Background: an optimization exercise with open tools, aiming at small area. Do not read the settings as production practice. Function was checked by simulation only, so behaviour that the tests miss may differ from the original. Power is estimated from default activity; no workload was simulated.

== PW ==
// c7bifu
module c7bifu (
   input              clk,
   input              resetn,
   output [31:0]      ifu_icu_addr_ic1,
   output             ifu_icu_req_ic1,
   input              icu_ifu_ack_ic1,
   input              icu_ifu_data_valid_ic2,
   input  [63:0]      icu_ifu_data_ic2,
   input              exu_ifu_except,
   input  [31:0]      exu_ifu_isr_addr,
   input              exu_ifu_branch,
   input  [31:0]      exu_ifu_brn_addr,
   input              exu_ifu_ertn,
   input  [31:0]      exu_ifu_ert_addr,
   input              exu_ifu_stall,
   output             ifu_exu_vld_d,
   output [31:0]      ifu_exu_pc_d,
   output [4:0]       ifu_exu_rs1_d,
   output [4:0]       ifu_exu_rs2_d,
   output [4:0]       ifu_exu_rd_d,
   output             ifu_exu_wen_d,
   output [31:0]      ifu_exu_imm_shifted_d,
   output             ifu_exu_alu_vld_d,
   output [5:0]       ifu_exu_alu_op_d,  
   output             ifu_exu_alu_a_pc_d, 
   output [31:0]      ifu_exu_alu_c_d,
   output             ifu_exu_alu_double_word_d,
   output             ifu_exu_alu_b_imm_d,
   output             ifu_exu_lsu_vld_d,
   output [6:0]       ifu_exu_lsu_op_d,  
   output             ifu_exu_lsu_double_read_d,
   output             ifu_exu_bru_vld_d,
   output [3:0]       ifu_exu_bru_op_d,  
   output [31:0]      ifu_exu_bru_offset_d,
   output             ifu_exu_mul_vld_d,
   output             ifu_exu_mul_signed_d,
   output             ifu_exu_mul_double_d,
   output             ifu_exu_mul_hi_d,
   output             ifu_exu_mul_short_d,
   output             ifu_exu_csr_vld_d,
   output [13:0]      ifu_exu_csr_raddr_d,  
   output             ifu_exu_csr_xchg_d,
   output             ifu_exu_csr_wen_d,
   output [13:0]      ifu_exu_csr_waddr_d,  
  ...
Settings: LEC_CHECK=0, CAP_MARGIN=5, CORE_MARGIN=2, CORE_UTILIZATION=60, SLEW_MARGIN=5; clock period 12.0 ns.
standard.sh (not shown) runs the stock make flow with config.mk's settings and CLKGATE_MAP_FILE= SYNTH_SCRIPT=/design/flow/synth_recipe.tcl, a recipe that flattens the netlist after the stock synthesis.
==> flow/flow/run.sh <==
#!/bin/bash
# Layout flow: the standard synthesis, then an area-oriented re-mapping of
# the combinational logic (registers untouched), then the standard layout with
# the smallest buffer cell on the ports and a clock tree of small buffers.
set -euo pipefail
RES=orfs/results/sky130hd/c7bifu/base
LIB=$FLOW_HOME/platforms/sky130hd/lib/sky130_fd_sc_hd__tt_025C_1v80.lib

bash standard.sh synth > synth.log 2>&1

cp $RES/1_2_yosys.v $RES/1_2_yosys.std.v
DONT_USE=$(grep -oE 'cell \("sky130_fd_sc_hd__(lpflow|probe)[a-z0-9_]*' $LIB | sed 's/cell ("/-dont_use /' | tr '\n' ' ')
sed -e "s#@LIB@#$LIB#g" -e "s#@DONT_USE@#$DONT_USE#g" -e "s#@IN@#$RES/1_2_yosys.std.v#g" \
    -e "s#@OUT@#$RES/1_2_yosys.v#g" -e "s#@ABC@#flow/remap.abc#g" flow/remap.ys.in > remap.ys
yosys -l remap.log -q remap.ys > /dev/null

export BUFFER_PORTS_ARGS="-buffer_cell sky130_fd_sc_hd__buf_1"
export CTS_ARGS="-sink_clustering_enable -repair_clock_nets -buf_list {sky130_fd_sc_hd__clkbuf_8} -sink_clustering_size 18 -sink_clustering_max_diameter 80 -dont_use_dummy_load"
bash standard.sh > layout.log 2>&1
==> flow/flow/remap.abc <==
strash
&get -n
&deepsyn -T 240 -S 7
&put
&get -n
&st
&dch
&nf -R 1000
&put
==> flow/flow/remap.ys.in <==
# Re-map the combinational cells of the standard synthesis for area.
# Registers (and the tie cell) stay as they are, with their names.
read_liberty -ignore_miss_func -overwrite @LIB@
read_verilog @IN@
hierarchy -top c7bifu
blackbox sky130_fd_sc_hd__dfrtp_1 sky130_fd_sc_hd__dfxtp_1 sky130_fd_sc_hd__edfxtp_1 sky130_fd_sc_hd__conb_1
flatten
opt_clean
abc -liberty @LIB@ @DONT_USE@ -script @ABC@
opt_clean -purge
hilomap -singleton -hicell sky130_fd_sc_hd__conb_1 HI -locell sky130_fd_sc_hd__conb_1 LO
insbuf -buf sky130_fd_sc_hd__buf_4 A X
splitnets
opt_clean -purge
stat -liberty @LIB@
write_verilog -noattr -nohex -nodec @OUT@
Setup changes, PW to MS
diff --git a/flow/flow/run.sh b/flow/flow/run.sh
--- a/flow/flow/run.sh
+++ b/flow/flow/run.sh
@@ -18 +18 @@
-export CTS_ARGS="-sink_clustering_enable -repair_clock_nets -buf_list {sky130_fd_sc_hd__clkbuf_8} -sink_clustering_size 18 -sink_clustering_max_diameter 80 -dont_use_dummy_load"
+export CTS_ARGS="-sink_clustering_enable -repair_clock_nets -buf_list {sky130_fd_sc_hd__clkbuf_16} -sink_clustering_size 36 -sink_clustering_max_diameter 60 -dont_use_dummy_load"
==> flow/flow/remap.abc <==
strash
&get -n
&deepsyn -T 120
&put
&get -n
&st
&dch
&nf -R 1000
&put
## What came out
- MS against PW: area of all placed cells without fillers went up, via count moved down, number of multi-input combinational cells in the layout now sits lower.

== job 101 ==
c7bifu, a different RTL version from the one above (not shown whole).
For scale: about 1400 cells after synthesis, roughly 410 I/O pins, roughly 0.014 mm2 of cells after synthesis.
## c7bifu
module c7bifu (
   input              clk,
   input              resetn,
   output [31:0]      ifu_icu_addr_ic1,
   output             ifu_icu_req_ic1,
   input              icu_ifu_ack_ic1,
   input              icu_ifu_data_valid_ic2,
   input  [63:0]      icu_ifu_data_ic2,
   input              exu_ifu_except,
   input  [31:0]      exu_ifu_isr_addr,
   input              exu_ifu_branch,
   input  [31:0]      exu_ifu_brn_addr,
   input              exu_ifu_ertn,
   input  [31:0]      exu_ifu_ert_addr,
   input              exu_ifu_stall,
   output             ifu_exu_vld_d,
   output [31:0]      ifu_exu_pc_d,
   output [4:0]       ifu_exu_rs1_d,
   output [4:0]       ifu_exu_rs2_d,
   output [4:0]       ifu_exu_rd_d,
   output             ifu_exu_wen_d,
   output [31:0]      ifu_exu_imm_shifted_d,
   output             ifu_exu_alu_vld_d,
   output [5:0]       ifu_exu_alu_op_d,  
   output             ifu_exu_alu_a_pc_d, 
   output [31:0]      ifu_exu_alu_c_d,
   output             ifu_exu_alu_double_word_d,
   output             ifu_exu_alu_b_imm_d,
   output             ifu_exu_lsu_vld_d,
   output [6:0]       ifu_exu_lsu_op_d,  
   output             ifu_exu_lsu_double_read_d,
   output             ifu_exu_bru_vld_d,
   output [3:0]       ifu_exu_bru_op_d,  
   output [31:0]      ifu_exu_bru_offset_d,
   output             ifu_exu_mul_vld_d,
   output             ifu_exu_mul_signed_d,
   output             ifu_exu_mul_double_d,
   output             ifu_exu_mul_hi_d,
   output             ifu_exu_mul_short_d,
   output             ifu_exu_csr_vld_d,
   output [13:0]      ifu_exu_csr_raddr_d,  
  ...
export LEC_CHECK = 0
export CAP_MARGIN = 20
export CORE_MARGIN = 2
export CORE_UTILIZATION = 40
export SLEW_MARGIN = 20
create_clock -name core_clock -period 12.0 [get_ports {clk}]
run.sh (not shown) runs the stock make flow with config.mk's settings and CLKGATE_MAP_FILE= SYNTH_SCRIPT=/design/flow/synth_recipe.tcl, a recipe that flattens the netlist after the stock synthesis.
Stock flow here: none of the scripts above is used.
Job 101: full flow OK, the timing, design-rule and antenna checks passed
The inputs of job 102 differ from those of job 101 as listed below.
- setting GPL_TIMING_DRIVEN to 0 for the first time
==> flow/flow/run.sh (new file) <==
#!/bin/bash
# Layout flow: the standard synthesis, then an area-oriented re-mapping of
# the combinational logic (registers untouched), then the standard layout with
# the smallest buffer cell on the ports and a clock tree of small buffers.
set -euo pipefail
RES=orfs/results/sky130hd/c7bifu/base
LIB=$FLOW_HOME/platforms/sky130hd/lib/sky130_fd_sc_hd__tt_025C_1v80.lib

bash standard.sh synth > synth.log 2>&1

cp $RES/1_2_yosys.v $RES/1_2_yosys.std.v
DONT_USE=$(grep -oE 'cell \("sky130_fd_sc_hd__(lpflow|probe)[a-z0-9_]*' $LIB | sed 's/cell ("/-dont_use /' | tr '\n' ' ')
sed -e "s#@LIB@#$LIB#g" -e "s#@DONT_USE@#$DONT_USE#g" -e "s#@IN@#$RES/1_2_yosys.std.v#g" \
    -e "s#@OUT@#$RES/1_2_yosys.v#g" -e "s#@ABC@#flow/remap.abc#g" flow/remap.ys.in > remap.ys
yosys -l remap.log -q remap.ys > /dev/null

export BUFFER_PORTS_ARGS="-buffer_cell sky130_fd_sc_hd__buf_1"
export CTS_ARGS="-sink_clustering_enable -repair_clock_nets -buf_list {sky130_fd_sc_hd__clkbuf_8} -sink_clustering_size 18 -sink_clustering_max_diameter 80 -dont_use_dummy_load"
bash standard.sh > layout.log 2>&1
==> flow/flow/remap.abc (new file) <==
strash
&get -n
&deepsyn -T 120
&put
&get -n
&st
&dch
&nf -R 1000
&put
==> flow/flow/remap.ys.in (new file) <==
# Re-map the combinational cells of the standard synthesis for area.
# Registers (and the tie cell) stay as they are, with their names.
read_liberty -ignore_miss_func -overwrite @LIB@
read_verilog @IN@
hierarchy -top c7bifu
blackbox sky130_fd_sc_hd__dfrtp_1 sky130_fd_sc_hd__dfxtp_1 sky130_fd_sc_hd__edfxtp_1 sky130_fd_sc_hd__conb_1
flatten
opt_clean
abc -liberty @LIB@ @DONT_USE@ -script @ABC@
opt_clean -purge
hilomap -singleton -hicell sky130_fd_sc_hd__conb_1 HI -locell sky130_fd_sc_hd__conb_1 LO
insbuf -buf sky130_fd_sc_hd__buf_4 A X
splitnets
opt_clean -purge
stat -liberty @LIB@
write_verilog -noattr -nohex -nodec @OUT@
==> flow/standard.sh (new file) <==
#!/bin/bash
# synth_recipe.tcl (not shown) runs the flow's synth.tcl, then flattens the netlist and writes it again
# the make line also repeats each setting of config.mk as NAME=value (left out here)
make -C /OpenROAD-flow-scripts/flow DESIGN_CONFIG=/design/flow/config.mk WORK_HOME=/design/flow/orfs CLKGATE_MAP_FILE= SYNTH_SCRIPT=/design/flow/synth_recipe.tcl "${@:-finish}"
removed: flow/run.sh
[summary]
Job 102 finished all stages; the layout is clean. Relative to job 101, the final hold slack of job 102 is lower by 0.024 ns. Job 102 has fraction of standard cell area that is sequential above what job 101 had. Count of mapped cells out of synthesis ends up lower on job 102.
[inputs] job 103 vs job 102
- CAP_MARGIN changed from 20 to 5
- GPL_TIMING_DRIVEN removed (was 0)
- SLEW_MARGIN changed from 20 to 5
Notes after the runs:
Min overall routed net length across job 102 and job 103: job 103
Taking job 102 over job 103, the worst voltage drop across the vdd grid ratio works out to 0.76.
Total power of job 103 is lower than that of job 102.
Job 103: core utilization 2.4 points below job 102
Maximum frequency in job 103 vs job 102: up 2.8%
Finished layout cell area, job 102 and job 103, lower one = job 103.
The wire length of the first global-routing pass in job 103 sits 0.92% below the value recorded for job 102.
More vias were needed by job 102 than by job 103.
Job 103 vs job 102: number of nets in the layout down by a few percent
Job 103 completed every stage of the flow, and the final layout passed the timing, design-rule and antenna checks.
What job 104 does differently from job 103 at the input level:
- SLEW_MARGIN: 5 -> 20
- CAP_MARGIN: 5 -> 20
==> flow/flow/run.sh <==
#!/bin/bash
# Standard layout, except that the port buffers use the smallest buffer cell.
set -euo pipefail
export BUFFER_PORTS_ARGS="-buffer_cell sky130_fd_sc_hd__buf_1"
bash standard.sh > standard.log 2>&1
removed: flow/flow/remap.abc
removed: flow/flow/remap.ys.in
==> summary.txt <==
Job 103 ended up with rd_q[1]$_DFFE_PN0P_ as its worst setup path startpoint; job 104 ended up with inst_d[22]$_DFFE_PN_.
Final hold slack ends up higher on job 104.
Between job 103 and job 104, the growth of design area from synthesis to finish does not differ in any meaningful way.
Re overall routed net length: job 103 was lower than job 104.
Core utilization: job 103 vs job 104 — no meaningful difference
Job 104 vs. job 103: die extent in x went up by 12 um, global routing usage on met2 went up by 0.20 points.
### job 104 -> job 105
==> flow/flow/run.sh <==
#!/bin/bash
# Standard layout, except: port buffers use the smallest buffer cell, and the
# clock tree uses small clock buffers and no dummy loads.
set -euo pipefail
export BUFFER_PORTS_ARGS="-buffer_cell sky130_fd_sc_hd__buf_1"
export CTS_ARGS="-sink_clustering_enable -repair_clock_nets -buf_list {sky130_fd_sc_hd__clkbuf_4 sky130_fd_sc_hd__clkbuf_8} -dont_use_dummy_load"
bash standard.sh > standard.log 2>&1
Notes after the runs:
Core utilization: job 105 lower than job 104
Comparing job 104 with job 105, the fmax came out essentially unchanged.
Job 104 has lower fraction of power consumed by combinational cells than job 105.
Job 105 consumes less power than job 104 does.
Sequential portion of the cell area: job 105 vs job 104 up 0.48 points
Delta (job 105 minus job 104): net switching power of the design fell by about 5.4%; setup slack rose by 0.012 ns; final area fell by 200 um2.

## separate check: timing with driven ports
In the flow no input, the clock included, has a driving cell. The finished layouts below were timed again as built, in two steps. Step 1 assumes that a clkbuf_16 drives the clock port and a buf_2 every other input. Step 2 adds t to the input delays and takes it off the output delays; t is the mean of the earliest and latest rising clock arrival at the registers after step 1. Input paths then give back, and output paths get back, about the clock's delay inside the block. a / b / c = no drivers / after step 1 / after step 2; a / b = the first two.
run | t, ns | setup slack, ns | cell pins on the clock port's net
PW | 0.546 | 1.970 / 1.931 / 2.477 | 1
MS | 0.517 | 2.594 / 2.545 / 3.062 | 1
job 101 | 0.544 | 2.593 / 2.544 / 2.655 | 1
job 102 | 0.551 | 2.514 / 2.465 / 3.016 | 1
job 103 | 0.543 | 2.772 / 2.724 / 3.267 | 1
job 104 | 0.546 | 3.447 / 3.399 / 3.499 | 1
job 105 | 0.543 | 3.459 / 3.416 / 3.471 | 1
After both steps every run listed still meets setup and hold.
